Background: an optimization exercise with open tools, aiming at small area, a short achievable clock period and few clock cycles per item. Do not read the settings as production practice.
In this exercise RTL edits were held to simulation tests only and were not proved equivalent to the original.

==> flow/design.v <==
`timescale 1ns / 1ps
module simon_engine (
  input  logic           clk,                  
  input  logic           rst,                  
  input  logic           ctrl_in_begin,        
  input  logic [10:0]    ctrl_in_num_blocks,   
  input  logic [63:0]    ctrl_in_key,          
  output logic           done_intr,            
  output logic [31:0]    pt_addra,
  input  logic [31:0]    pt_rd_data,
  output logic [31:0]    ct_addra,
  output logic [31:0]    ct_wr_data,
  output logic [3:0]     ct_wea
);
  localparam int R  = 3;                
  localparam int NS = (32 + R - 1) / R;         
  localparam int R0 = 32 - R * (NS - 1);        
  localparam logic [61:0] Z = 62'b01100111000011010100100010111110110011100001101010010001011111;
  logic          run;      
  logic [NS:1]   tok;      
  logic [10:0]   rd;       
  logic [10:0]   wr;       
  logic [10:0]   left;     
  logic          wea_r, done_r;
  wire start = !run && ctrl_in_begin;
  always_ff @(posedge clk) begin
    if (!rst) begin
      run    <= 1'b0;
      tok    <= '0;
      rd     <= '0;
      wea_r  <= 1'b0;
      done_r <= 1'b0;
    end else begin
      tok    <= {tok[NS-1:1], start};
      if (start)
        run <= 1'b1;
      else if (done_r)
        run <= 1'b0;
      rd     <= (run && !done_r) ? rd + 1'b1 : {10'd0, start};
      wea_r  <= tok[NS] || (wea_r && !done_r);
      done_r <= (tok[NS] && left == 11'd1) || (wea_r && left == 11'd2);
    end
    if (!run) begin
      wr   <= '0;
      left <= ctrl_in_num_blocks;
    end else if (wea_r) begin
      wr   <= wr + 1'b1;
      left <= left - 1'b1;
    end
  end
  function automatic logic [15:0] ror(input logic [15:0] v, input int s);
    ror = (v >> s) | (v << (16 - s));
  endfunction
  function automatic logic [R-1:0] zbits(input int n);
    zbits = Z[R*n +: R];
  endfunction
  localparam logic [64*67-1:0] KM = {
    67'h8f01801401ec00a0,
    67'hc780400a00f60050,
    67'h263c02005007b0028,
    67'h231e09002803d0014,
    67'h18f04801c01e000a,
    67'h10c78a400600f0005,
    67'h63c5200b0078002,
    67'h1031e2900d8034001,
    67'h18f1480ec01a000,
    67'h80c70a40f6005000,
    67'hc06305207b002800,
    67'he03102903d801400,
    67'hf01801481ec00a00,
    67'h780c00a40f600500,
    67'h3c06005207b00280,
    67'h41e03002903d80140,
    67'ha080018014000c,
    67'h50c000400a0006,
    67'h10028600020050003,
    67'h10014300090028001,
    67'ha18004801c000,
    67'h50c00a4006000,
    67'h8002060052003000,
    67'h4001030029001800,
    67'ha000018014800c00,
    67'h500000c00a400600,
    67'h2800006005200300,
    67'h1400003002900180,
    67'ha000018014800c0,
    67'h500000c00a40060,
    67'h280000600520030,
    67'h20140000300290018,
    67'hc000080018000,
    67'h60000c0004000,
    67'h3000060002000,
    67'h8001000030001000,
    67'hc000000018000800,
    67'h600000000c000400,
    67'h3000000006000200,
    67'h1800000003000100,
    67'hc00000001800080,
    67'h600000000c00040,
    67'h300000000600020,
    67'h180000000300010,
    67'hc0000000180008,
    67'h600000000c0004,
    67'h30000000060002,
    67'h10018000000030001,
    67'h8000000000000000,
    67'h4000000000000000,
    67'h2000000000000000,
    67'h1000000000000000,
    67'h800000000000000,
    67'h400000000000000,
    67'h200000000000000,
    67'h100000000000000,
    67'h80000000000000,
    67'h40000000000000,
    67'h20000000000000,
    67'h10000000000000,
    67'h8000000000000,
    67'h4000000000000,
    67'h2000000000000,
    67'h1000000000000
  };
  localparam logic [63:0] KC = 64'ha0fcaffcfffc0000;
  function automatic logic [63:0] kstep(input logic [63:0] k, input logic [R-1:0] zb);
    for (int b = 0; b < 64; b++) kstep[b] = ^({zb, k} & KM[(R+64)*b +: R+64]) ^ KC[b];
  endfunction
  logic [63:0]  ks;
  logic [R-1:0] zr;
  wire  [63:0]  kn = kstep(ks, zr);
  always_ff @(posedge clk) begin
    ks <= run ? kn : ctrl_in_key;
    zr <= zbits(0);
    for (int s = 1; s < NS; s++)
      if (tok[s]) zr <= zbits(s);
  end
  function automatic int stage_of(input int j);
    stage_of = (j < R0) ? 0 : 1 + (j - R0) / R;
  endfunction
  logic [15:0] rkey [0:31];
  for (genvar j = 0; j < 32; j++) begin : g_key
    localparam int S = stage_of(j);
    localparam int O = j - R * (S - 1);
    if (j < 4) begin : g_in
      assign rkey[j] = ctrl_in_key[16*j +: 16];
    end else if (O < 4) begin : g_ks
      always_ff @(posedge clk)
        if (tok[S]) rkey[j] <= ks[16*O +: 16];
    end else begin : g_kn
      always_ff @(posedge clk)
        if (tok[S]) rkey[j] <= kn[16*(O-R) +: 16];
    end
  end
  function automatic logic [31:0] rounds(input logic [31:0] b, input logic [16*R-1:0] k, input int n);
    logic [15:0] x, y, t;
    x = b[31:16];
    y = b[15:0];
    for (int j = 0; j < n; j++) begin
      t = x;
      x = y ^ ({x[14:0], x[15]} & {x[7:0], x[15:8]}) ^ {x[13:0], x[15:14]} ^ k[16*j +: 16];
      y = t;
    end
    rounds = {x, y};
  endfunction
  logic [31:0] d [0:NS];
  assign d[0] = pt_rd_data;
  for (genvar s = 0; s < NS; s++) begin : g_stage
    localparam int F = (s == 0) ? 0 : R0 + R * (s - 1);    
    localparam int N = (s == 0) ? R0 : R;                  
    logic [16*R-1:0] k;
    for (genvar j = 0; j < R; j++) begin : g_k
      if (j < N) begin : g_v
        assign k[16*j +: 16] = rkey[F + j];
      end else begin : g_x
        assign k[16*j +: 16] = '0;
      end
    end
    always_ff @(posedge clk)
      d[s+1] <= rounds(d[s], k, N);
  end
  assign pt_addra   = {19'd0, rd, 2'b00};
  assign ct_addra   = {19'd0, wr, 2'b00};
  assign ct_wr_data = d[NS];
  assign ct_wea     = {4{wea_r}};
  assign done_intr  = done_r;
endmodule
==> flow/run.sh <==
#!/bin/bash
# synth_recipe.tcl (not shown) runs the flow's synth.tcl, then flattens the netlist and writes it again
# the make line also repeats each setting of config.mk as NAME=value (left out here)
make -C /OpenROAD-flow-scripts/flow DESIGN_CONFIG=/design/flow/config.mk WORK_HOME=/design/flow/orfs CLKGATE_MAP_FILE= SYNTH_SCRIPT=/design/flow/synth_recipe.tcl finish
==> flow/config.mk <==
export PLATFORM = sky130hd
export DESIGN_NAME = simon_engine
export DESIGN_NICKNAME = simon_engine
export VERILOG_FILES = /design/flow/design.v
export SDC_FILE = /design/flow/constraint.sdc
export NUM_CORES = 4
export LEC_CHECK = 0
export ABC_CLOCK_PERIOD_IN_PS = 1900
export CAP_MARGIN = 20
export CORE_MARGIN = 2
export CORE_UTILIZATION = 40
export SETUP_SLACK_MARGIN = 2.0
export SLEW_MARGIN = 20
==> flow/constraint.sdc <==
create_clock -name core_clock -period 4.0 [get_ports {clk}]
set_input_delay 0.8000 -clock core_clock [delete_from_list [all_inputs] [get_ports {clk}]]
set_output_delay 0.8000 -clock core_clock [all_outputs]
set_load 0.01 [all_outputs]
==> results of run 1 <==
==> routing by layer <==
layer | part of all wire, % | vias to the layer above
met5 | 0.0095 | -
met4 | 3.0 | 2
met3 | 6.8 | 191
met2 | 48 | 1012
met1 | 42 | 13059
li1 | - | 11836
==> cell usage after synthesis (all sizes together), types with 2 or more instances <==
cell type and n:
ha 5, nand4 2, nor3 3, inv 6
nor2 56, mux2 40, a31oi 2, clkbuf 18
o21a 2, a21oi 34, xnor2 1250, edfxtp 459
nand2 526, nor4 3, o21ai 2, xor2 231
nand3 7, xnor3 161, dfxtp 455, and2 20
buf 50, nand2b 3, nor2b 2, and3 6
==> sequential cells by signal (all words and copies together) (netlist names) <==
signal / cells
d: 352
rkey: 448
tok: 11
run: 1
done_r: 1
rd: 11
wea_r: 1
ks: 64
wr: 11
zr: 3
left: 11
==> layout by cell type, fill, tap and decap left out, drive strengths merged <==
cell and count:
a2111oi 1, a21oi 34, a22o 1, a31oi 2, and2 20, and3 6
and4 1, buf 312, bufinv 4, clkbuf 140, clkdlybuf4s50 95, clkinv 30
clkinvlp 4, conb 42, dfxtp 455, diode 11, dlymetal6s2s 14, edfxtp 459
ha 5, inv 14, mux2 40, mux2i 1, nand2 526, nand2b 3
nand3 7, nand3b 1, nand4 2, nor2 56, nor2b 2, nor3 3
nor4 3, nor4b 1, o21a 2, o21ai 2, or2 1, or4 1
xnor2 1250, xnor3 161, xor2 231
==> kinds of logic (layout without fill, tap and decap cells) <==
group                    Yosys count  after routing
flip-flops                       914            914
XOR/XNOR                        1642           1642
AND/OR/NAND/NOR                  633            633
AO/OA/AOI/OAI                     42             42
adder cells (fa/ha/maj)            5              5
multiplexers                      41             41
buffers and inverters             74            613
other                              1             53
==> metrics by stage <==
step                      hold slack (ns)  area, sq um  instances  setup slack (ns)
after global routing                0.449        55200       5338              1.87
final                               0.443        55200       5346              1.91
after detailed placement            0.460        47300       4953              1.08
after global placement              0.461        47200       4952              1.12
after floorplan                     0.439        43700       3393              1.90
after CTS                           0.464        53200       5242              1.82
==> worst min path at each step <==
stage | end | from | depth (start not counted) | slack, ns
after floorplan | done_r | left[10] | 1 | 0.44
after global placement | done_r | left[10] | 1 | 0.46
final | ks[33] | ctrl_in_key[33] | 2 | 0.44
after CTS | done_r | left[10] | 1 | 0.46
after detailed placement | done_r | left[10] | 1 | 0.46
after global routing | ks[33] | ctrl_in_key[33] | 2 | 0.45
==> what timing repair did <==
action	4_1_cts	5_1_grt
setup buffers	105	92
pin swaps	54	122
hold buffers	0	0
gates resized for setup	592	281
setup endpoints to repair	430	188
==> cell type report <==
| cell class | instances | area share (%) |
|---|---|---|
| Multi-Input combinational cell | 2405 | 42.0 |
| Sequential cell | 914 | 41.9 |
| Timing Repair Buffer | 423 | 6.79 |
| Clock buffer | 138 | 5.36 |
| Tap cell | 1403 | 3.18 |
| Clock inverter | 46 | 0.725 |
| Antenna cell | 11 | 0.0499 |
| Inverter | 6 | 0.0408 |
==> results_dict.tcl, run 1 <==
set metrics [dict create \
    synth_top_family_by_area "XOR/XNOR gates" \
    endpoint_kind "output port" \
    cts_buffers 97 \
    synth-compound-area-share_pct 0.519 \
    cts_max_level 3 \
    tns_ns 0 \
    cp_max_fo 4 \
    wire_per_inst_um 25.7 \
    status "complete, no violations" \
    clock_latency_ns 0.68 \
    synth_xor_area_share_pct 38.7 \
    fin_crit_sh_pct 52.2 \
    ys_types 40 \
    finish.utilization_pct 51.4 \
    hpwl_um 92600 \
    ff_latch_area_sq_um 23100 \
    max_stage_delay_ns 0.37 \
    synth-seq-cells 914 \
    holdCritPathClass "primary input to flop" \
    cts_buffer_depth 3 \
    synthFlopType "edfxtp_1" \
    rsz0062_at_grt "yes" \
    cp.depth 2 \
    coreArea_sq_um 107000 \
    crit_chain "buf_6 > buf_6" \
    async_reset_ff_share_pct 0 \
    finalHoldViolCount 0 \
    drive_gt1_share_pct 29.4 \
    syn-mean-instance-area_sq_um 12.9 \
    drc_errors 0 \
    clkTransAtPathRegs_ns 0.06 \
    yosysWarnings 3 \
    yosysTopAreaCellShare_pct 31.8 \
    cp_num_buf_inv 2 \
    r2r-start "ks[58]" \
    grt_pass1_vias 25054 \
    worst_slew_pin_slew_ns 1.15 \
    clock_skew_ns 0.0319 \
    first_pass_iters 5 \
    met2_usage_pct 39.5 \
    period_minus_slack_ns 2.09 \
    synth_mux_area_share_pct 1.06 \
    portBuffers 168 \
    place_congestion 0.895 \
    r2r-end "ks[58]" \
    syn_to_final_growth_pct 27.2 \
    cp-endpoint "ct_wea[0]" \
    maxSlewViolCount 0 \
    nets 3962 \
    ys_seq_area_share_pct 52.7 \
    setup_violations 0 \
    use_met3_pct 4.09 \
    grt_use_total_pct 24.2 \
    cpMostUsedCell "buf_6" \
    antenna_found_initial 20 \
    die_y_um 333 \
    synth-simple-area-share_pct 5.76 \
    routed_wl_um 137000 \
    worstSetupStartpoint "wea_r" \
    rrSetupSlack_ns 2.02 \
    synth_fa_ha_area_share_pct 0.144 \
    tritoncts "done" \
    synth-edff-count 459 \
    reg2regPathDepth 6 \
    top_usage_layer "met2" \
    cap_violations 0 \
    vias_per_cell 4.88 \
    grt_util_met1_pct 32.5 \
    mappedNetlistArea_sq_um 43400 \
    max_slew_margin_pct 23.6 \
    fmax_ghz 0.479 \
    grt_max_degree 76 \
    root_buffer "clkbuf_16" \
    start_kind "flop" \
    synth_area_leaders "edfxtp_1 (32%), xnor2_1 (25%), dfxtp_1 (21%)" \
    row_count 120 \
    overflow 0 \
    grt_pass1_wl_um 189000 \
    multiInputGateArea_sq_um 23200 \
    crit_path_top_delay_cell "dfxtp_4" \
    start_util_pct 40.4 \
    timing.critical_path.max_delay_family "flip-flops" \
    vias 26100 \
    crit_required_ns 3.20 \
    synth_cells 3352 \
    cp.arrival_ns 1.29 \
    clock-sinks 914 \
    drt-initial-drc-count 2644 \
    boundaryPins 211 \
    die_area_sq_um 111000 \
    crit_type "flop to output port" \
    final.fill_count 9083 \
    postRouteAntennaNets 0 \
    yosys.area.top_type "edfxtp_1" \
    fp.dieW_um 333 \
]
Testbench counts, summed over its fixed seeds: cycles 5,453, blocks 3,917.
==> run 2: changes to the inputs <==
--- a/flow/config.mk
+++ b/flow/config.mk
@@ -7,3 +7,3 @@
 export LEC_CHECK = 0
-export ABC_CLOCK_PERIOD_IN_PS = 1900
+export ABC_CLOCK_PERIOD_IN_PS = 2100
 export CAP_MARGIN = 20
@@ -11,3 +11,3 @@
 export CORE_UTILIZATION = 40
-export SETUP_SLACK_MARGIN = 2.0
+export SETUP_SLACK_MARGIN = 1.9
 export SLEW_MARGIN = 20
==> run 2 against run 1 <==
Effect of this change:
- still clean
- via count fell by 2.4%
- sequential share of layout area rose by 1.5 points
- maximum frequency barely moved
- critical path depth rose by 5
- setup slack got worse by 0.0017 ns
- largest cell class is now registers
- highest routed layer is now met4
==> results_dict.tcl, run 2 <==
set metrics [dict create \
    status "complete, no violations" \
    postRouteAntennaNets 0 \
    row_count 120 \
    grt_pass1_wl_um 189000 \
    layout_common_cells "xnor2_1 (1,026), nand2_1 (526), edfxtp_1 (459)" \
    fin_crit_sh_pct 52.2 \
    layout_commonest_cell "xnor2_1" \
    fmax_ghz 0.479 \
    worst_slew_pin_slew_ns 0.806 \
    synth_area_leaders "edfxtp_1 (32%), xnor2_1 (25%), dfxtp_1 (21%)" \
    setup_ws_ns 1.91 \
    overflow 0 \
    yosys.area.top_type "edfxtp_1" \
    syn-mean-instance-area_sq_um 12.9 \
    ctsHoldBuffers 0 \
    cpMostUsedCell "xnor2_1" \
    setup_violations 0 \
    synthTopCellsByCount "xnor2_1 (1,244), nand2_1 (526), edfxtp_1 (459), dfxtp_1 (455), xor2_1 (228)" \
    wire_per_inst_um 26.1 \
    placed_cells 4961 \
    crit_chain "buf_8 > xnor2_1 > xnor2_1 > xnor2_1 > xor2_1 > xnor2_1 > mux2_2" \
    start_kind "flop" \
    drt-initial-drc-count 2455 \
    drive_gt1_share_pct 19.8 \
    routed_wl_um 136000 \
    async_reset_ff_share_pct 0 \
    synth_cells 3352 \
    crit_required_ns 4.56 \
    max_stage_delay_ns 0.48 \
    drc_errors 0 \
    die_y_um 333 \
    largest_register_ffs 448 \
    cts_buffer_depth 3 \
    tritoncts "done" \
    top_regs "rkey (448), d (352), ks (64)" \
    hp-start "left[10]" \
    start_util_pct 40.4 \
    maxSlewViolCount 0 \
    synthFlopType "edfxtp_1" \
    mappedNetlistArea_sq_um 43400 \
    cap_violations 0 \
    vias 25478 \
    coreArea_sq_um 107000 \
    grt_max_degree 66 \
    grt_pass1_vias 24972 \
    root_buffer "clkbuf_16" \
    holdCritPathClass "flop to flop" \
    regMostFlops "rkey" \
    yosysWarnings 3 \
    endpoint_kind "flop" \
    clock-sinks 914 \
    syn_to_final_growth_pct 22.1 \
    cts_max_level 3 \
    cts_buffers 98 \
    portBuffers 168 \
    crit_path_top_delay_cell "dfxtp_1" \
    boundaryPins 211 \
    grt_use_total_pct 24.0 \
    worstSetupStartpoint "ks[62]" \
    hpwl_um 95000 \
    nets 3833 \
    yosysTopAreaCellShare_pct 31.8 \
    fin_cells 5213 \
    first_pass_iters 5 \
    clock_latency_ns 0.69 \
    synth_most_common_cell "xnor2_1" \
    tns_ns 0 \
    period_minus_slack_ns 2.09 \
    rsz0062_at_grt "yes" \
    finalHoldViolCount 0 \
    cp.arrival_ns 2.64 \
    cp_max_fo 13 \
    clkTransAtPathRegs_ns 0.06 \
    r2r-start "ks[62]" \
    die_area_sq_um 111000 \
    synth-edff-count 459 \
    fp.dieW_um 333 \
    synth-seq-cells 914 \
    crit_type "flop to flop" \
    preCtsSetupSlack_ns 1.10 \
    place_congestion 0.912 \
    ys_seq_area_share_pct 52.7 \
    ys_types 40 \
    max_slew_margin_pct 46.3 \
    clock_skew_ns 0.0298 \
    antenna_found_initial 19 \
    vias_per_cell 4.89 \
]
## run 2: cell count changes in the layout (fill, tap and decap cells not counted), sizes merged
cell | before | now
dlygate4sd2 | 0 | 19
inv | 14 | 13
clkinv | 30 | 31
clkdlybuf4s50 | 95 | 109
dlymetal6s2s | 14 | 0
buf | 312 | 134
diode | 11 | 6
clkbuf | 140 | 138
clkdlybuf4s15 | 0 | 29
bufinv | 4 | 8
## run 2: layout make-up
| class | instances | area, sq um |
|---|---|---|
| fillers | 9361 | 54400 |
| clock inverters | 50 | 548 |
| clock buffers | 136 | 2820 |
| repair buffers | 293 | 2710 |
| inverters | 6 | 26.3 |
| flip-flops and latches | 914 | 23000 |
| multi-input cells | 2405 | 22100 |
| well taps | 1403 | 1760 |
| diodes | 6 | 15.0 |
## run 2: path summary, 6_finish.rpt
check,cells after the start,end,slack [ns]
worst max-delay path,7,ks[62],1.91
worst min register to register,1,done_r,0.47
worst max register to register,7,ks[62],1.91
worst min-delay path,1,done_r,0.47
## run 2: per-stage QoR
step                util, %  area, sq um  hold WS [ns]
global route           49.3        53000         0.512
finish                 49.4        53000         0.469
CTS                    48.2        51800         0.477
floorplan                 -        43600         0.439
detailed placement     44.0        47200         0.464
global placement       43.9        47100         0.464
## run 2: cell families after synthesis
family / after synthesis / share of synthesized area [%]
AND/OR/NAND/NOR: 633 / 5.76
adder cells (fa/ha/maj): 5 / 0.144
flip-flops: 914 / 52.7
XOR/XNOR: 1642 / 38.7
buffers and inverters: 74 / 1.11
multiplexers: 41 / 1.06
AO/OA/AOI/OAI: 42 / 0.519
other: 1 / 0.00864
## run 2: repair_timing
item | 4_1_cts | 5_1_grt
resized for setup | 303 | 179
setup buffers | 27 | 33
gates cloned | 0 | 0
endpoints found under the setup margin | 349 | 203
pin swaps | 10 | 25
## run 2: critical path: cells and delay by family (launching register included)
kind                      cells  cell delay, ns
xor gates and xnor gates      5            0.85
muxes                         1            0.30
DFF                           1            0.48
buffers and inverters         1            0.32
## run 2: routing by layer
metal | global-route usage, % | up-vias | wire length [um]
met5 | 0 | - | 0
met4 | 7.07 | 0 | 4250
met3 | 3.56 | 215 | 10600
met2 | 39.5 | 1077 | 64700
met1 | 32.9 | 12586 | 56300
li1 | - | 11600 | -
==> run 3: changes to the inputs <==
--- a/flow/config.mk
+++ b/flow/config.mk
@@ -10,3 +10,3 @@
 export CORE_MARGIN = 2
-export CORE_UTILIZATION = 40
+export CORE_UTILIZATION = 60
 export SETUP_SLACK_MARGIN = 1.9
==> run 3 against run 2 <==
Effect of this change:
- maximum frequency is 2.1% lower
- cell area shrank 1.0%
- highest routed layer is now met5
- count of clock-buffer cells in the layout fell by 10
- utilization rose by 24 points
- critical path depth did not move
- still clean
- first-iteration DRC count rose by 12%
==> results_dict.tcl, run 3 <==
set metrics [dict create \
    status "complete, no violations" \
    rsz0062_at_grt "yes" \
    async_reset_ff_share_pct 0 \
    synth_cells 3352 \
    wire_per_inst_um 27.4 \
    maxSlewViolCount 0 \
    yosys.area.top_type "edfxtp_1" \
    boundaryPins 211 \
    yosysTopAreaCellShare_pct 31.8 \
    die_y_um 273 \
    clock_skew_ns 0.0406 \
    synth-edff-count 459 \
    crit_path_top_delay_cell "dfxtp_1" \
    synthTopCellsByCount "xnor2_1 (1,244), nand2_1 (526), edfxtp_1 (459), dfxtp_1 (455), xor2_1 (228)" \
    top_regs "rkey (448), d (352), ks (64)" \
    tritoncts "done" \
    clock_latency_ns 0.67 \
    portBuffers 168 \
    syn-mean-instance-area_sq_um 12.9 \
    max_slew_margin_pct 26.5 \
    preCtsSetupSlack_ns 0.945 \
    start_kind "flop" \
    max_stage_delay_ns 0.51 \
    crit_chain "xor2_1 > xnor3_1 > xnor2_1 > xnor2_2 > buf_4 > xnor2_1 > xnor2_1" \
    period_minus_slack_ns 2.13 \
    ctsHoldBuffers 0 \
    mappedNetlistArea_sq_um 43400 \
    clkTransAtPathRegs_ns 0.06 \
    drc_errors 0 \
    overflow 0 \
    synth_area_leaders "edfxtp_1 (32%), xnor2_1 (25%), dfxtp_1 (21%)" \
    drt-initial-drc-count 2761 \
    endpoint_kind "flop" \
    vias 26046 \
    syn_to_final_growth_pct 20.8 \
    hpwl_um 88800 \
    yosysWarnings 3 \
    cpMostUsedCell "xnor2_1" \
    vias_per_cell 5.50 \
    nets 3811 \
    setup_violations 0 \
    antenna_found_initial 19 \
    grt_max_degree 75 \
    cts_buffers 94 \
    crit_required_ns 4.59 \
    grt_use_total_pct 34.8 \
    cap_violations 0 \
    row_count 98 \
    grt_pass1_vias 26343 \
    cts_buffer_depth 3 \
    grt_pass1_wl_um 184000 \
    finalHoldViolCount 0 \
    fin_crit_sh_pct 53.3 \
    largest_register_ffs 448 \
    cp_max_fo 4 \
    fmax_ghz 0.469 \
    crit_type "flop to flop" \
    ys_seq_area_share_pct 52.7 \
    tns_ns 0 \
    layout_commonest_cell "xnor2_1" \
    place_congestion 0.906 \
    cts_max_level 3 \
    postRouteAntennaNets 0 \
    fp.dieW_um 273 \
    root_buffer "clkbuf_16" \
    setup_ws_ns 1.87 \
    routed_wl_um 130000 \
    regMostFlops "rkey" \
    drive_gt1_share_pct 19.0 \
    holdCritPathClass "primary input to flop" \
    cp.arrival_ns 2.73 \
    holdWs_ns 0.482 \
    coreArea_sq_um 71600 \
    ys_types 40 \
    synthFlopType "edfxtp_1" \
    first_pass_iters 5 \
    clock-sinks 914 \
    synth-seq-cells 914 \
    start_util_pct 60.6 \
    die_area_sq_um 74500 \
    worst_slew_pin_slew_ns 1.10 \
    synth_most_common_cell "xnor2_1" \
    layout_common_cells "xnor2_1 (1,024), nand2_1 (526), edfxtp_1 (459)" \
]
-- run 3: cell counts after synthesis --
No cell type changed its count.
-- run 3: metal layers --
layer / GRT usage (%) / vias to the layer above / wire (um)
met5: 0 / - / 18
met3: 4.53 / 277 / 10500
met2: 57.8 / 1241 / 63100
li1: - / 11519 / -
met4: 13.5 / 2 / 5300
met1: 46.6 / 13007 / 50800
-- run 3: path summary, 6_finish.rpt --
| kind | depth (start not counted) | slack, ns | to | from |
|---|---|---|---|---|
| max | 7 | 1.87 | d[5][17] | d[4][27] |
| min | 2 | 0.48 | ks[45] | ctrl_in_key[45] |
| max reg2reg | 7 | 1.87 | d[5][17] | d[4][27] |
| min reg2reg | 1 | 0.49 | done_r | left[10] |
-- run 3: per-stage QoR --
step | area, sq um | util, % | cells
after detailed placement | 46700 | 65.1 | 4501
final | 52400 | 73.2 | 4737
after global placement | 46600 | 65.0 | 4499
after global routing | 52400 | 73.2 | 4727
after CTS | 51100 | 71.4 | 4696
after floorplan | 43600 | - | 3393
-- run 3: repair_timing --
action	4_1_cts	5_1_grt
resized for setup	242	198
cloned	0	0
setup buffers	18	31
pin swaps	12	37
setup endpoints to repair	344	203
-- run 3: cell type report --
cell class / count / area, sq um
diodes: 10 / 25.0
repair buffers: 275 / 2660
inverters: 6 / 22.5
clock buffers: 126 / 2710
flip-flops and latches: 914 / 23000
fillers: 4777 / 19200
well taps: 950 / 1190
multi-input cells: 2405 / 22200
clock inverters: 51 / 694
-- run 3: cell families (layout without fill, tap and decap cells) --
kind of cell	after synthesis	after routing	share of synthesized area [%]
AND/OR/NAND/NOR	633	633	5.76
XOR/XNOR	1642	1642	38.7
flip-flops	914	914	52.7
multiplexers	41	41	1.06
adder cells (fa/ha/maj)	5	5	0.144
other	1	52	0.00864
buffers and inverters	74	458	1.11
AO/OA/AOI/OAI	42	42	0.519
-- run 3: worst max-delay path, delay by kind of cell (launching register included) --
family | cells | cell delay (ns)
flip-flops | 1 | 0.51
buffers and inverters | 1 | 0.17
XOR/XNOR | 6 | 1.37
==> run 4: changes to the inputs <==
--- a/flow/config.mk
+++ b/flow/config.mk
@@ -10,3 +10,5 @@
 export CORE_MARGIN = 2
-export CORE_UTILIZATION = 60
+export CORE_UTILIZATION = 40
+export CTS_CLUSTER_DIAMETER = 120
+export CTS_CLUSTER_SIZE = 24
 export SETUP_SLACK_MARGIN = 1.9
==> run 4 against run 3 <==
Effect of this change:
- cell area is 2.6% lower
- global-route usage is 11 points lower
- maximum frequency is 1.1% higher
- setup slack better by 0.023 ns
- sequential share of layout area is 1.2 points higher
- wire length is 3.6% higher
- first-iteration DRC count is 14% lower
- final cell count is 8.0% higher
==> results_dict.tcl, run 4 <==
set metrics [dict create \
    grt_pass1_vias 24362 \
    drive_gt1_share_pct 17.7 \
    synth-seq-cells 914 \
    worst_slew_pin_slew_ns 0.813 \
    synth_cells 3352 \
    period_minus_slack_ns 2.11 \
    cts_buffer_depth 3 \
    largest_register_ffs 448 \
    preCtsSetupSlack_ns 1.10 \
    finalHoldViolCount 0 \
    status "complete, no violations" \
    yosysWarnings 3 \
    grt_pass1_wl_um 187000 \
    ys_seq_area_share_pct 52.7 \
    cpMostUsedCell "xnor2_1" \
    vias 25022 \
    yosysTopAreaCellShare_pct 31.8 \
    first_pass_iters 5 \
    cts_buffers 44 \
    route.met3.wl_um 9410 \
    portBuffers 168 \
    start_kind "flop" \
    crit_required_ns 4.52 \
    async_reset_ff_share_pct 0 \
    fmax_ghz 0.474 \
    place_congestion 0.912 \
    endpoint_kind "flop" \
    layout_common_cells "xnor2_1 (1,015), nand2_1 (526), edfxtp_1 (459)" \
    tritoncts "done" \
    antenna_found_initial 16 \
    cp.arrival_ns 2.63 \
    hp-start "left[10]" \
    crit_type "flop to flop" \
    crit_chain "buf_8 > xnor2_1 > xnor2_1 > xnor2_1 > xor2_1 > xnor2_1 > mux2_2" \
    synth_most_common_cell "xnor2_1" \
    highest_layer "met4" \
    clock_skew_ns 0.0486 \
    coreArea_sq_um 107000 \
    drc_errors 0 \
    cap_violations 0 \
    ctsHoldBuffers 0 \
    fin_crit_sh_pct 52.8 \
    nets 3789 \
    root_buffer "clkbuf_16" \
    wire_per_inst_um 26.3 \
    boundaryPins 211 \
    syn-mean-instance-area_sq_um 12.9 \
    drt-initial-drc-count 2379 \
    clkTransAtPathRegs_ns 0.11 \
    r2r-start "ks[62]" \
    cp_max_fo 13 \
    routed_wl_um 134000 \
    syn_to_final_growth_pct 17.7 \
    regMostFlops "rkey" \
    setup_ws_ns 1.89 \
    wl_met1_um 56900 \
    grt_max_degree 66 \
    yosys.area.top_type "edfxtp_1" \
    fp.dieW_um 333 \
    top_regs "rkey (448), d (352), ks (64)" \
    synthFlopType "edfxtp_1" \
    rsz0062_at_grt "yes" \
    holdCritPathClass "flop to flop" \
    finish.utilization_pct 47.6 \
    placed_cells 4961 \
    start_util_pct 40.4 \
    grt_use_total_pct 23.7 \
    die_y_um 333 \
    synth-edff-count 459 \
    setup_violations 0 \
    cts_max_level 2 \
    fin_cells 5114 \
    clock_latency_ns 0.66 \
    hpwl_um 95000 \
    mappedNetlistArea_sq_um 43400 \
    crit_path_top_delay_cell "dfxtp_1" \
    max_stage_delay_ns 0.51 \
    clock-sinks 914 \
    postRouteAntennaNets 0 \
    overflow 0 \
    ys_types 40 \
    layout_commonest_cell "xnor2_1" \
    row_count 120 \
    vias_per_cell 4.89 \
    die_area_sq_um 111000 \
    tns_ns 0 \
    worstSetupStartpoint "ks[62]" \
    max_slew_margin_pct 45.8 \
    synthTopCellsByCount "xnor2_1 (1,244), nand2_1 (526), edfxtp_1 (459), dfxtp_1 (455), xor2_1 (228)" \
    synth_area_leaders "edfxtp_1 (32%), xnor2_1 (25%), dfxtp_1 (21%)" \
    route.met2.wl_um 64900 \
    maxSlewViolCount 0 \
]
[run 4: cell counts after synthesis]
Identical to the previous run, type by type.
[run 4: repair_timing]
action,CTS,global route
gates resized for setup,277,198
pin swaps,11,39
setup endpoints to repair,349,212
endpoints found under the hold margin,0,0
setup buffers,24,46
[run 4: kinds of logic after synthesis]
family,after synthesis,share of synthesized area [%]
compound gates,42,0.519
xor+xnor,1642,38.7
mux,41,1.06
other cells,1,0.00864
fa+ha+maj,5,0.144
buf+inv,74,1.11
simple gates,633,5.76
flops,914,52.7
[run 4: worst paths after layout]
| check | slack (ns) | cells past startpoint | endpoint |
|---|---|---|---|
| hold reg to reg | 0.47 | 1 | done_r |
| setup / recovery | 1.89 | 7 | ks[62] |
| setup reg to reg | 1.89 | 7 | ks[62] |
| hold / removal | 0.47 | 1 | done_r |
[run 4: through the flow]
step	hold slack (ns)	cell area, sq um
final	0.471	51100
after global routing	0.507	51100
after CTS	0.474	49700
after detailed placement	0.464	47200
after global placement	0.464	47100
after floorplan	0.439	43600
[run 4: critical path: cells and delay by family, from the launching register on]
kind | cells | cell delay [ns]
xor+xnor | 5 | 0.84
buf+inv | 1 | 0.32
flops | 1 | 0.51
mux | 1 | 0.32
[run 4: area by class of cell]
class | count | area (sq um)
timing repair buffer | 303 | 2770
antenna | 2 | 5.00
multi-input combinational | 2405 | 22200
fill | 9540 | 56300
clock inverter | 3 | 45.0
tap | 1403 | 1760
sequential | 914 | 23000
inverter | 6 | 26.3
clock buffer | 78 | 1240
[run 4: per-layer routing]
metal / track usage, % / up-vias
met3: 2.44 / 147
met2: 39.6 / 912
li1: - / 11433
met4: 5.46 / 0
met1: 33.2 / 12530
met5: 0 / -
==> run 5: changes to the inputs <==
--- a/flow/design.v
+++ b/flow/design.v
@@ -20,7 +20,7 @@
   logic [NS:1]   tok;      
-  logic [10:0]   rd;       
+  logic [11:0]   rd;       
   logic [10:0]   wr;       
-  logic [10:0]   left;     
   logic          wea_r, done_r;
   wire start = !run && ctrl_in_begin;
+  wire [11:0] last = {1'b0, ctrl_in_num_blocks} + 12'(NS - 1);
   always_ff @(posedge clk) begin
@@ -38,13 +38,10 @@
         run <= 1'b0;
-      rd     <= (run && !done_r) ? rd + 1'b1 : {10'd0, start};
+      rd     <= (run && !done_r) ? rd + 1'b1 : {11'd0, start};
       wea_r  <= tok[NS] || (wea_r && !done_r);
-      done_r <= (tok[NS] && left == 11'd1) || (wea_r && left == 11'd2);
+      done_r <= run && (rd == last);
     end
-    if (!run) begin
-      wr   <= '0;
-      left <= ctrl_in_num_blocks;
-    end else if (wea_r) begin
-      wr   <= wr + 1'b1;
-      left <= left - 1'b1;
-    end
+    if (!run)
+      wr <= '0;
+    else if (wea_r)
+      wr <= wr + 1'b1;
   end
@@ -179,3 +176,3 @@
   end
-  assign pt_addra   = {19'd0, rd, 2'b00};
+  assign pt_addra   = {19'd0, rd[10:0], 2'b00};
   assign ct_addra   = {19'd0, wr, 2'b00};
==> run 5 against run 4 <==
Effect of this change:
- cell area rose by 0.26%
- synthesized cell count rose by 0.33%
- final cell count rose by 1.8%
- clock skew fell by 0.0089 ns
- via count rose by 0.29%
- critical endpoint is now d[2][26]
==> results_dict.tcl, run 5 <==
set metrics [dict create \
    status "complete, no violations" \
    syn_to_final_growth_pct 15.4 \
    cp.arrival_ns 2.68 \
    fin_crit_sh_pct 52.9 \
    hpwl_um 92900 \
    setup_violations 0 \
    synth-edff-count 448 \
    vias_per_cell 4.82 \
    yosysWarnings 3 \
    synth_most_common_cell "xnor2_1" \
    timing.critical_path.max_delay_family "XOR/XNOR gates" \
    top_regs "rkey (448), d (352), ks (64)" \
    antenna_found_initial 26 \
    yosysTopAreaCellShare_pct 30.3 \
    grt_pass1_vias 24078 \
    clock_skew_ns 0.0397 \
    place_congestion 0.883 \
    finish.utilization_pct 46.4 \
    clock_latency_ns 0.65 \
    boundaryPins 211 \
    cts_max_level 2 \
    holdWs_ns 0.474 \
    overflow 0 \
    endpoint_kind "flop" \
    layout_common_cells "xnor2_1 (1,014), nand2_1 (527), edfxtp_1 (448)" \
    clock-sinks 904 \
    crit_required_ns 4.56 \
    rrSetupSlack_ns 1.92 \
    first_pass_iters 5 \
    final.fill_count 9896 \
    synth_area_leaders "edfxtp_1 (30%), xnor2_1 (22%), dfxtp_1 (21%)" \
    tritoncts "done" \
    routed_wl_um 133000 \
    vias 25095 \
    layout_commonest_cell "xnor2_1" \
    row_count 122 \
    setup_ws_ns 1.88 \
    tns_ns 0 \
    synth-compound-area-share_pct 0.623 \
    cp_max_fo 4 \
    start_kind "primary input" \
    cts_buffers 43 \
    synth-simple-area-share_pct 5.64 \
    fin_area_sq_um 51200 \
    postRouteAntennaNets 0 \
    synth_xor_area_share_pct 40.5 \
    maxSlewViolCount 0 \
    coreArea_sq_um 110000 \
    max_stage_delay_ns 0.52 \
    portBuffers 168 \
    rsz0062_at_grt "yes" \
    holdCritPathClass "flop to flop" \
    period_minus_slack_ns 2.12 \
    crit_path_top_delay_cell "clkdlybuf4s50_1" \
    crit_chain "clkdlybuf4s50_1 > xor2_1 > xnor3_2 > xnor2_2 > xnor2_2 > xnor2_1 > xnor2_1" \
    fp.dieW_um 337 \
    ys_types 44 \
    fin_cells 5205 \
    synth_top_family_by_area "XOR/XNOR gates" \
    placed_cell_area_sq_um 48200 \
    wire_per_inst_um 25.5 \
    cap_violations 0 \
    cp_num_buf_inv 1 \
    nets 3788 \
    mappedNetlistArea_sq_um 44400 \
    synthFlopType "dfxtp_1" \
    clkTransAtPathRegs_ns 0.10 \
    synth_mux_area_share_pct 1.02 \
    die_y_um 337 \
    placed_cells 5041 \
    grt_use_total_pct 23.1 \
    yosys.area.top_type "edfxtp_1" \
    worst_slew_pin_slew_ns 1.10 \
    largest_register_ffs 448 \
    grt_pass1_wl_um 184000 \
    preCtsSetupSlack_ns 1.11 \
    root_buffer "clkbuf_16" \
    regMostFlops "rkey" \
    drive_gt1_share_pct 17.3 \
    ys_seq_area_share_pct 50.9 \
    fmax_ghz 0.473 \
    grt_max_degree 53 \
    die_area_sq_um 114000 \
    crit_type "primary input to flop" \
    synth-seq-cells 904 \
    finalHoldViolCount 0 \
    drt-initial-drc-count 2339 \
    synth_fa_ha_area_share_pct 0.0846 \
    cts_buffer_depth 3 \
    drc_errors 0 \
    async_reset_ff_share_pct 0 \
    synthTopCellsByCount "xnor2_1 (1,102), nand2_1 (527), dfxtp_1 (456), edfxtp_1 (448), xor2_1 (214)" \
    syn-mean-instance-area_sq_um 13.2 \
    max_slew_margin_pct 26.3 \
    synth_cells 3363 \
    start_util_pct 40.2 \
]
run 5: logic make-up after synthesis:
family,count (synthesis)
buf+inv,86
fa+ha+maj,3
simple gates,630
mux,40
other cells,1
flops,904
compound gates,49
xor+xnor,1650
run 5: routing by layer:
metal	routed length (um)	global-route usage (%)	vias to the layer above	share of wire [%]
met3	8980	2.54	125	6.8
met5	28	0	-	0.021
met4	2830	5.32	4	2.1
li1	-	-	11454	-
met1	56900	32.5	12613	43
met2	64100	38.3	899	48
run 5: timing repair:
item / 4_1_cts / 5_1_grt
hold buffers: 0 / 0
buffers inserted: 30 / 47
gates resized for setup: 184 / 179
endpoints found under the setup margin: 246 / 168
pin swaps: 12 / 49
hold endpoints to repair: 0 / 0
run 5: final timing paths:
kind,to,start,cells past startpoint
setup / recovery,d[2][26],ctrl_in_key[38],7
hold / removal,wea_r,tok[11],1
setup reg to reg,ks[56],ks[49],7
hold reg to reg,wea_r,tok[11],1
run 5: layout make-up:
| type | count | area, sq um | share of cell area [%] |
|---|---|---|---|
| Clock buffer | 75 | 1220 | 2.38 |
| Inverter | 5 | 22.5 | 0.0440 |
| Sequential cell | 904 | 22700 | 44.4 |
| Multi-Input combinational cell | 2414 | 22500 | 43.9 |
| Timing Repair Buffer | 307 | 2870 | 5.61 |
| Tap cell | 1488 | 1860 | 3.64 |
| Antenna cell | 9 | 22.5 | 0.0440 |
| Clock inverter | 3 | 33.8 | 0.0660 |
Testbench counts of run 5, summed over its fixed seeds: cycles 5,453, blocks 3,917.
==> run 6: changes to the inputs <==
--- a/flow/config.mk
+++ b/flow/config.mk
@@ -7,3 +7,3 @@
 export LEC_CHECK = 0
-export ABC_CLOCK_PERIOD_IN_PS = 2100
+export ABC_AREA = 1
 export CAP_MARGIN = 20
==> run 6 against run 5 <==
Effect of this change:
- setup slack improved by 0.033 ns
- critical endpoint is now rkey[19][4]
- still clean
- final cell count rose by 85%
- wire length rose by 43%
- non-clock buffer count fell by 33
- sequential share of layout area fell by 7.3 points
==> results_dict.tcl, run 6 <==
set metrics [dict create \
    status "complete, no violations" \
    syn-mean-instance-area_sq_um 7.37 \
    crit_chain "xnor2_4 > xor2_1 > xor2_2 > buf_4" \
    grt_pass1_vias 43484 \
    nets 7811 \
    wire_per_inst_um 19.7 \
    timing.critical_path.max_delay_family "XOR/XNOR gates" \
    regMostFlops "rkey" \
    cts_buffers 46 \
    cts_max_level 2 \
    yosys.area.top_type "edfxtp_1" \
    place_congestion 0.922 \
    start_util_pct 40.3 \
    coreArea_sq_um 140000 \
    grt_max_degree 74 \
    routed_wl_um 190000 \
    grt_use_total_pct 26.2 \
    layout_commonest_cell "nand2_1" \
    postRouteAntennaNets 0 \
    start_kind "flop" \
    top_regs "rkey (448), d (352), ks (64)" \
    synth_area_leaders "edfxtp_1 (24%), nand2_1 (20%), dfxtp_1 (16%)" \
    clock_latency_ns 0.69 \
    worst_slew_pin_slew_ns 0.997 \
    ys_seq_area_share_pct 40.2 \
    cts_buffer_depth 3 \
    die_y_um 379 \
    vias_per_cell 4.96 \
    rsz0062_at_grt "yes" \
    synth-seq-cells 904 \
    max_stage_delay_ns 0.73 \
    finalHoldViolCount 0 \
    layout_common_cells "nand2_1 (2,956), inv_1 (1,124), nand3_1 (766)" \
    ctsHoldBuffers 0 \
    cap_violations 0 \
    die_area_sq_um 144000 \
    setup_ws_ns 1.92 \
    fin_cells 9625 \
    clock-sinks 904 \
    synthFlopType "dfxtp_1" \
    yosysTopAreaCellShare_pct 23.9 \
    maxSlewViolCount 0 \
    holdCritPathClass "flop to flop" \
    cp.arrival_ns 2.53 \
    period_minus_slack_ns 2.08 \
    row_count 137 \
    mappedNetlistArea_sq_um 56200 \
    overflow 0 \
    tns_ns 0 \
    yosysWarnings 3 \
    crit_type "flop to flop" \
    boundaryPins 211 \
    vias 47728 \
    endpoint_kind "flop" \
    preCtsSetupSlack_ns 1.16 \
    first_pass_iters 9 \
    async_reset_ff_share_pct 0 \
    setup_violations 0 \
    cp_num_buf_inv 1 \
    holdWs_ns 0.464 \
    cp_max_fo 8 \
    root_buffer "clkbuf_16" \
    drive_gt1_share_pct 9.98 \
    crit_required_ns 4.44 \
    crit_path_top_delay_cell "dfxtp_1" \
    synth-edff-count 448 \
    fmax_ghz 0.480 \
    placed_cells 9493 \
    grt_pass1_wl_um 277000 \
    ys_types 45 \
    drc_errors 0 \
    clock_skew_ns 0.0364 \
    synth_most_common_cell "nand2_1" \
    synth_cells 7624 \
    synthTopCellsByCount "nand2_1 (2,994), inv_1 (1,125), nand3_1 (768), dfxtp_1 (456), edfxtp_1 (448)" \
    antenna_found_initial 29 \
    portBuffers 168 \
    hpwl_um 144000 \
    drt-initial-drc-count 4368 \
    fin_area_sq_um 61800 \
    tritoncts "done" \
    clkTransAtPathRegs_ns 0.10 \
    fp.dieW_um 379 \
    finish.utilization_pct 44.3 \
    max_slew_margin_pct 33.5 \
    largest_register_ffs 448 \
    fin_crit_sh_pct 52.1 \
    placed_cell_area_sq_um 59300 \
    final.fill_count 14003 \
    syn_to_final_growth_pct 9.91 \
]
[run 6: cell count changes in the layout (fill, tap and decap cells not counted), sizes merged, moves of 39 or more]
cell / previous run / this run
nand3: 9 / 777
inv: 6 / 1159
o21ai: 7 / 58
nor2: 47 / 108
nand2: 527 / 3170
xnor2: 1272 / 317
mux2: 39 / 0
nand4: 7 / 62
xor2: 217 / 477
nand3b: 0 / 219
xnor3: 161 / 16
[run 6: routing by layer]
layer	share of wire (%)	up-vias	track usage, %	routed length [um]
met5	0.014	-	0	27
met4	4.9	4	11.5	9400
met3	7.3	331	3.05	13900
met2	45	1775	42.9	86300
met1	42	22218	34.7	80400
li1	-	23400	-	-
[run 6: cell type report]
class	count	area [sq um]	area share (%)
Inverter	1154	4330	7.01
Antenna cell	13	32.5	0.0526
Clock inverter	9	123	0.198
Tap cell	1876	2350	3.80
Multi-Input combinational cell	5318	28100	45.5
Sequential cell	904	22900	37.1
Clock buffer	77	1360	2.20
Timing Repair Buffer	274	2530	4.09
[run 6: cell families (layout without fill, tap and decap cells)]
kind of cell | after synthesis | count (layout) | synth area share (%)
AND/OR/NAND/NOR | 4367 | 4367 | 33.9
buffers and inverters | 1443 | 1514 | 11.0
flip-flops | 904 | 904 | 40.2
XOR/XNOR | 810 | 810 | 14.0
AO/OA/AOI/OAI | 96 | 96 | 0.935
adder cells (fa/ha/maj) | 3 | 3 | 0.0668
other | 1 | 55 | 0.00667
[run 6: path summary, 6_finish.rpt]
path           from          end  slack (ns)  cells after the start
min reg2reg   wr[0]        wr[0]        0.46                      1
max          ks[21]  rkey[19][4]        1.92                      4
max reg2reg  ks[21]  rkey[19][4]        1.92                      4
min           wr[0]        wr[0]        0.46                      1
[run 6: what timing repair did]
item | CTS | global route
gates cloned | 0 | 0
setup endpoints to repair | 219 | 240
pin swaps | 2 | 6
resized for setup | 230 | 263
buffers inserted | 27 | 6
==> run 7: changes to the inputs <==
--- a/flow/config.mk
+++ b/flow/config.mk
@@ -7,3 +7,3 @@
 export LEC_CHECK = 0
-export ABC_AREA = 1
+export ABC_CLOCK_PERIOD_IN_PS = 2200
 export CAP_MARGIN = 20
@@ -13,3 +13,3 @@
 export CTS_CLUSTER_SIZE = 24
-export SETUP_SLACK_MARGIN = 1.9
+export SETUP_SLACK_MARGIN = 1.8
 export SLEW_MARGIN = 20
==> run 7 against run 6 <==
Effect of this change:
- sequential cell count stayed put
- via count is 48% lower
- non-clock buffer count is 13 lower
- cell area is 19% lower
- first-iteration DRC count is 42% lower
- wire length is 30% lower
- worst hold slack hardly changed
- maximum frequency is 5.3% lower
- synthesized cell count is 56% lower
- critical path depth is 1 higher
- largest cell class is now registers
==> results_dict.tcl, run 7 <==
set metrics [dict create \
    fin_area_sq_um 50000 \
    async_reset_ff_share_pct 0 \
    routed_wl_um 133000 \
    cp_max_fo 10 \
    placed_cell_area_sq_um 48200 \
    boundaryPins 211 \
    root_buffer "clkbuf_16" \
    synthFlopType "dfxtp_1" \
    first_pass_iters 5 \
    row_count 122 \
    cts_max_level 2 \
    preCtsSetupSlack_ns 1.19 \
    synthTopCellsByCount "xnor2_1 (1,102), nand2_1 (527), dfxtp_1 (456), edfxtp_1 (448), xor2_1 (214)" \
    period_minus_slack_ns 2.20 \
    holdCritPathClass "flop to flop" \
    maxSlewViolCount 0 \
    max_slew_margin_pct 31.9 \
    crit_required_ns 4.37 \
    grt_pass1_vias 23988 \
    fin_cells 5155 \
    ys_seq_area_share_pct 50.9 \
    cts_buffers 43 \
    worst_slew_pin_slew_ns 1.02 \
    vias 24910 \
    synth_cells 3363 \
    fmax_ghz 0.455 \
    postRouteAntennaNets 0 \
    start_kind "flop" \
    ys_types 44 \
    clock-sinks 904 \
    fin_crit_sh_pct 55.0 \
    wire_per_inst_um 25.8 \
    start_util_pct 40.2 \
    die_y_um 337 \
    portBuffers 168 \
    holdWs_ns 0.465 \
    nets 3742 \
    yosys.area.top_type "edfxtp_1" \
    yosysTopAreaCellShare_pct 30.3 \
    finish.utilization_pct 45.3 \
    antenna_found_initial 20 \
    placed_cells 5042 \
    yosysWarnings 3 \
    grt_pass1_wl_um 185000 \
    grt_max_degree 53 \
    finalHoldViolCount 0 \
    status "complete, no violations" \
    mappedNetlistArea_sq_um 44400 \
    coreArea_sq_um 110000 \
    grt_use_total_pct 23.2 \
    fp.dieW_um 337 \
    die_area_sq_um 114000 \
    synth-seq-cells 904 \
    syn_to_final_growth_pct 12.7 \
    clock_latency_ns 0.66 \
    clkTransAtPathRegs_ns 0.11 \
    tritoncts "done" \
    endpoint_kind "flop" \
    syn-mean-instance-area_sq_um 13.2 \
    setup_ws_ns 1.80 \
    cp.arrival_ns 2.57 \
    setup_violations 0 \
    vias_per_cell 4.83 \
    regMostFlops "rkey" \
    largest_register_ffs 448 \
    drive_gt1_share_pct 11.9 \
    synth_area_leaders "edfxtp_1 (30%), xnor2_1 (22%), dfxtp_1 (21%)" \
    rsz0062_at_grt "yes" \
    layout_commonest_cell "xnor2_1" \
    hpwl_um 92800 \
    cap_violations 0 \
    layout_common_cells "xnor2_1 (1,077), nand2_1 (527), edfxtp_1 (448)" \
    cts_buffer_depth 3 \
    synth_most_common_cell "xnor2_1" \
    drc_errors 0 \
    clock_skew_ns 0.0421 \
    overflow 0 \
    top_regs "rkey (448), d (352), ks (64)" \
    crit_type "flop to flop" \
    place_congestion 0.896 \
    tns_ns 0 \
    synth-edff-count 448 \
    ctsHoldBuffers 0 \
    drt-initial-drc-count 2515 \
]
==> run 7: cell count changes after synthesis, moves of 88 or more <==
cell	previous run	this run
nand2_2	165	0
nand3b_1	219	0
buf_2	107	6
xnor2_2	7	170
buf_4	145	57
nand2_1	2994	527
inv_1	1125	5
xnor3_1	16	161
xor2_1	431	214
xnor2_1	303	1102
nand3_1	768	9
==> run 7: kinds of logic after synthesis <==
family / count (synthesis) / share of synthesized area, %
buffers and inverters: 86 / 1.23
AO/OA/AOI/OAI: 49 / 0.623
AND/OR/NAND/NOR: 630 / 5.64
adder cells (fa/ha/maj): 3 / 0.0846
XOR/XNOR: 1650 / 40.5
other: 1 / 0.00845
multiplexers: 40 / 1.02
flip-flops: 904 / 50.9
==> run 7: critical path: stages, from the launching register on <==
cell,delay (ns)
dfxtp_1,0.52
xor2_2,0.35
xnor2_1,0.13
xnor2_1,0.47
clkinvlp_4,0.23
buf_12,0.20
==> run 7: routing by layer <==
metal | up-vias | wire [um] | GRT usage, %
met2 | 944 | 63000 | 38.1
met4 | 0 | 2670 | 4.82
met1 | 12486 | 57500 | 33.1
met3 | 127 | 9620 | 2.56
met5 | - | 0 | 0
li1 | 11353 | - | -
==> run 7: worst paths after layout <==
| path | slack (ns) | depth (start not counted) | to | startpoint |
|---|---|---|---|---|
| max | 1.80 | 5 | rkey[25][10] | ks[61] |
| min | 0.46 | 1 | wea_r | tok[11] |
| max reg2reg | 1.80 | 5 | rkey[25][10] | ks[61] |
| min reg2reg | 0.46 | 1 | wea_r | tok[11] |
==> run 7: cell type report <==
class,instances,area (sq um)
clock inverters,5,87.6
multi-input cells,2414,21800
fillers,10055,60400
well taps,1488,1860
inverters,5,26.3
clock buffers,74,1190
diodes,4,10.0
repair buffers,261,2400
flip-flops and latches,904,22700
==> run 7: timing repair <==
item,in CTS,in global routing
buffers inserted,12,18
pin swaps,4,12
gates cloned,0,0
gates resized for setup,105,43
setup endpoints to repair,127,46
==> run 8: changes to the inputs <==
--- a/flow/config.mk
+++ b/flow/config.mk
@@ -7,4 +7,4 @@
 export LEC_CHECK = 0
-export ABC_CLOCK_PERIOD_IN_PS = 2200
-export CAP_MARGIN = 20
+export ABC_CLOCK_PERIOD_IN_PS = 2100
+export CAP_MARGIN = 0
 export CORE_MARGIN = 2
@@ -13,3 +13,3 @@
 export CTS_CLUSTER_SIZE = 24
-export SETUP_SLACK_MARGIN = 1.8
-export SLEW_MARGIN = 20
+export SETUP_SLACK_MARGIN = 1.9
+export SLEW_MARGIN = 0
==> run 8 against run 7 <==
Effect of this change:
- still clean on timing, DRC and antenna
- critical path depth rose by 2
- worst hold slack improved by 0.018 ns
- cell area rose by 2.0%
- synthesized cell count did not move
- count of clock-buffer cells in the layout rose by 1
- first-iteration DRC count fell by 9.9%
- maximum frequency rose by 3.1%
==> results_dict.tcl, run 8 <==
set metrics [dict create \
    holdWs_ns 0.482 \
    synth_top_family_by_area "XOR/XNOR gates" \
    crit_type "flop to flop" \
    finalHoldViolCount 0 \
    top_usage_layer "met2" \
    hold_depth 1 \
    regMostFlops "rkey" \
    drive_gt1_share_pct 16.9 \
    vias_per_cell 4.78 \
    syn_to_final_growth_pct 15.0 \
    tritoncts "done" \
    synth_xor_area_share_pct 40.5 \
    clock_latency_ns 0.64 \
    crit_required_ns 4.49 \
    fp.dieW_um 337 \
    synth_mux_area_share_pct 1.02 \
    rsz0062_at_grt "yes" \
    synth_fa_ha_area_share_pct 0.0846 \
    clock-sinks 904 \
    ys_types 44 \
    coreArea_sq_um 110000 \
    drt-initial-drc-count 2267 \
    worst_slew_pin_slew_ns 1.10 \
    drc_errors 0 \
    first_pass_iters 5 \
    multiInputGateArea_sq_um 22400 \
    async_reset_ff_share_pct 0 \
    maxSlewViolCount 0 \
    hp-start "tok[11]" \
    fin_cells 5192 \
    place_congestion 0.883 \
    yosysTopAreaCellShare_pct 30.3 \
    yosysWarnings 3 \
    placed_cells 5041 \
    wire_per_inst_um 25.5 \
    postRouteAntennaNets 0 \
    max_slew_margin_pct 26.6 \
    crit_chain "buf_4 > xnor2_2 > xor2_1 > xnor2_2 > xnor2_1 > xor2_2 > a21oi_1" \
    syn-mean-instance-area_sq_um 13.2 \
    synth-edff-count 448 \
    routed_wl_um 133000 \
    portBuffers 168 \
    start_kind "flop" \
    start_util_pct 40.2 \
    cp_max_fo 11 \
    grt_max_degree 53 \
    synth-simple-area-share_pct 5.64 \
    status "complete, no violations" \
    synth_cells 3363 \
    setup_violations 0 \
    synth_most_common_cell "xnor2_1" \
    synth-seq-cells 904 \
    preCtsSetupSlack_ns 1.12 \
    synthFlopType "dfxtp_1" \
    period_minus_slack_ns 2.13 \
    clkTransAtPathRegs_ns 0.11 \
    min_to "wea_r" \
    r2r-end "ks[63]" \
    r2r-start "ks[34]" \
    ff_latch_area_sq_um 22700 \
    reg2regPathDepth 7 \
    max_stage_delay_ns 0.34 \
    antenna_found_initial 26 \
    grt_util_met1_pct 31.6 \
    fmax_ghz 0.469 \
    setup_ws_ns 1.87 \
    cp.arrival_ns 2.63 \
    nets 3779 \
    die_y_um 337 \
    tns_ns 0 \
    cpMostUsedCell "xnor2_2" \
    cts_buffers 43 \
    boundaryPins 211 \
    fin_crit_sh_pct 53.3 \
    yosys.area.top_type "edfxtp_1" \
    top_regs "rkey (448), d (352), ks (64)" \
    die_area_sq_um 114000 \
    layout_commonest_cell "xnor2_1" \
    mappedNetlistArea_sq_um 44400 \
    met2_usage_pct 37.2 \
    endpoint_kind "flop" \
    root_buffer "clkbuf_16" \
    grt_pass1_wl_um 183000 \
    cts_buffer_depth 3 \
    use_met3_pct 4.05 \
    cts_max_level 2 \
    layout_common_cells "xnor2_1 (1,024), nand2_1 (527), edfxtp_1 (448)" \
    grt_pass1_vias 24078 \
    synthTopCellsByCount "xnor2_1 (1,102), nand2_1 (527), dfxtp_1 (456), edfxtp_1 (448), xor2_1 (214)" \
    grt_use_total_pct 23.2 \
    finish.utilization_pct 46.2 \
    overflow 0 \
    synth-compound-area-share_pct 0.623 \
    ys_seq_area_share_pct 50.9 \
    cap_violations 0 \
    holdCritPathClass "flop to flop" \
    hpwl_um 93000 \
    vias 24795 \
    crit_path_top_delay_cell "buf_4" \
    largest_register_ffs 448 \
    rrSetupSlack_ns 1.87 \
    synth_area_leaders "edfxtp_1 (30%), xnor2_1 (22%), dfxtp_1 (21%)" \
    row_count 122 \
    clock_skew_ns 0.0304 \
    final.fill_count 9872 \
]
## run 8: worst max path at each step
| stage | start | endpoint | depth (start not counted) |
|---|---|---|---|
| after floorplan | tok[5] | zr[1] | 2 |
| after global placement | ctrl_in_key[35] | d[2][23] | 7 |
| after detailed placement | ctrl_in_key[35] | d[2][23] | 7 |
| after CTS | ks[53] | ks[18] | 6 |
| after global routing | ks[63] | ks[62] | 7 |
| final | ks[34] | ks[63] | 7 |
## run 8: repair_timing
item | in CTS | in global routing
pin swaps | 13 | 45
endpoints found under the hold margin | 0 | 0
hold buffers | 0 | 0
setup buffers | 29 | 39
gates resized for setup | 199 | 172
setup endpoints to repair | 251 | 166
## run 8: logic make-up after synthesis
group           after synthesis
compound gates               49
xor+xnor                   1650
fa+ha+maj                     3
buf+inv                      86
flops                       904
mux                          40
other cells                   1
simple gates                630
## run 8: cell type report
cell class	count	area share [%]
antenna	7	0.0343
clock buffer	75	2.43
clock inverter	1	0.0172
inverter	5	0.0441
multi-input combinational	2414	43.9
sequential	904	44.5
tap	1488	3.65
timing repair buffer	298	5.43
## run 8: critical path: cells and delay by family (launching register included)
family                 cells  cell delay [ns]
flip-flops                 1             0.32
buffers and inverters      1             0.34
XOR/XNOR                   5             1.19
AO/OA/AOI/OAI              1             0.13
## run 8: stage by stage
step | instance area [sq um]
2_1_floorplan | 44500
3_3_place_gp | 48100
3_5_place_dp | 48100
4_1_cts | 50000
5_1_grt | 51000
6_report | 51000
## run 8: metal layers
| metal | vias up | wire (um) |
|---|---|---|
| li1 | 11424 | - |
| met1 | 12276 | 55500 |
| met2 | 909 | 61700 |
| met3 | 182 | 10800 |
| met4 | 4 | 4570 |
| met5 | - | 15 |

## afterwards: timing with drivers on the ports
No port has a modelled driver above. Below, the same layouts with a new extraction and two added sets of constraints.
Step 1, drivers: a clkbuf_16 drives clk and a buf_2 each remaining input, both assumed.
Step 2 times the ports against the registers' clock, not the clock port: input delays grow and output delays shrink by t, the midpoint of the rising clock arrivals with the driver on.
a / b / c = ideal ports / drivers / drivers and shift; a / b = the first two.
run | t (ns) | slack for setup (ns) | slew at the worst register clock pin (ns) | worst data-port slew with drivers (ns) | pins driven straight from the clock port
run 1 | 0.736 | 1.913 / 1.842 / 1.326 | 0.07 / 0.07 | 0.08 | 1
run 2 | 0.747 | 1.911 / 1.868 / 1.222 | 0.07 / 0.07 | 0.07 | 1
run 3 | 0.722 | 1.866 / 1.850 / 1.265 | 0.07 / 0.07 | 0.07 | 1
run 4 | 0.708 | 1.889 / 1.873 / 1.264 | 0.11 / 0.11 | 0.08 | 1
run 5 | 0.695 | 1.884 / 1.859 / 1.231 | 0.11 / 0.11 | 0.07 | 1
run 6 | 0.748 | 1.917 / 1.863 / 1.229 | 0.11 / 0.11 | 0.08 | 1
run 7 | 0.709 | 1.800 / 1.776 / 1.179 | 0.11 / 0.11 | 0.08 | 1
run 8 | 0.695 | 1.866 / 1.866 / 1.279 | 0.11 / 0.11 | 0.07 | 1
After both steps every run listed still meets setup and hold. The setup slack of run 2, which loses most, moves by -0.043 ns with the drivers and by -0.689 ns with both steps.
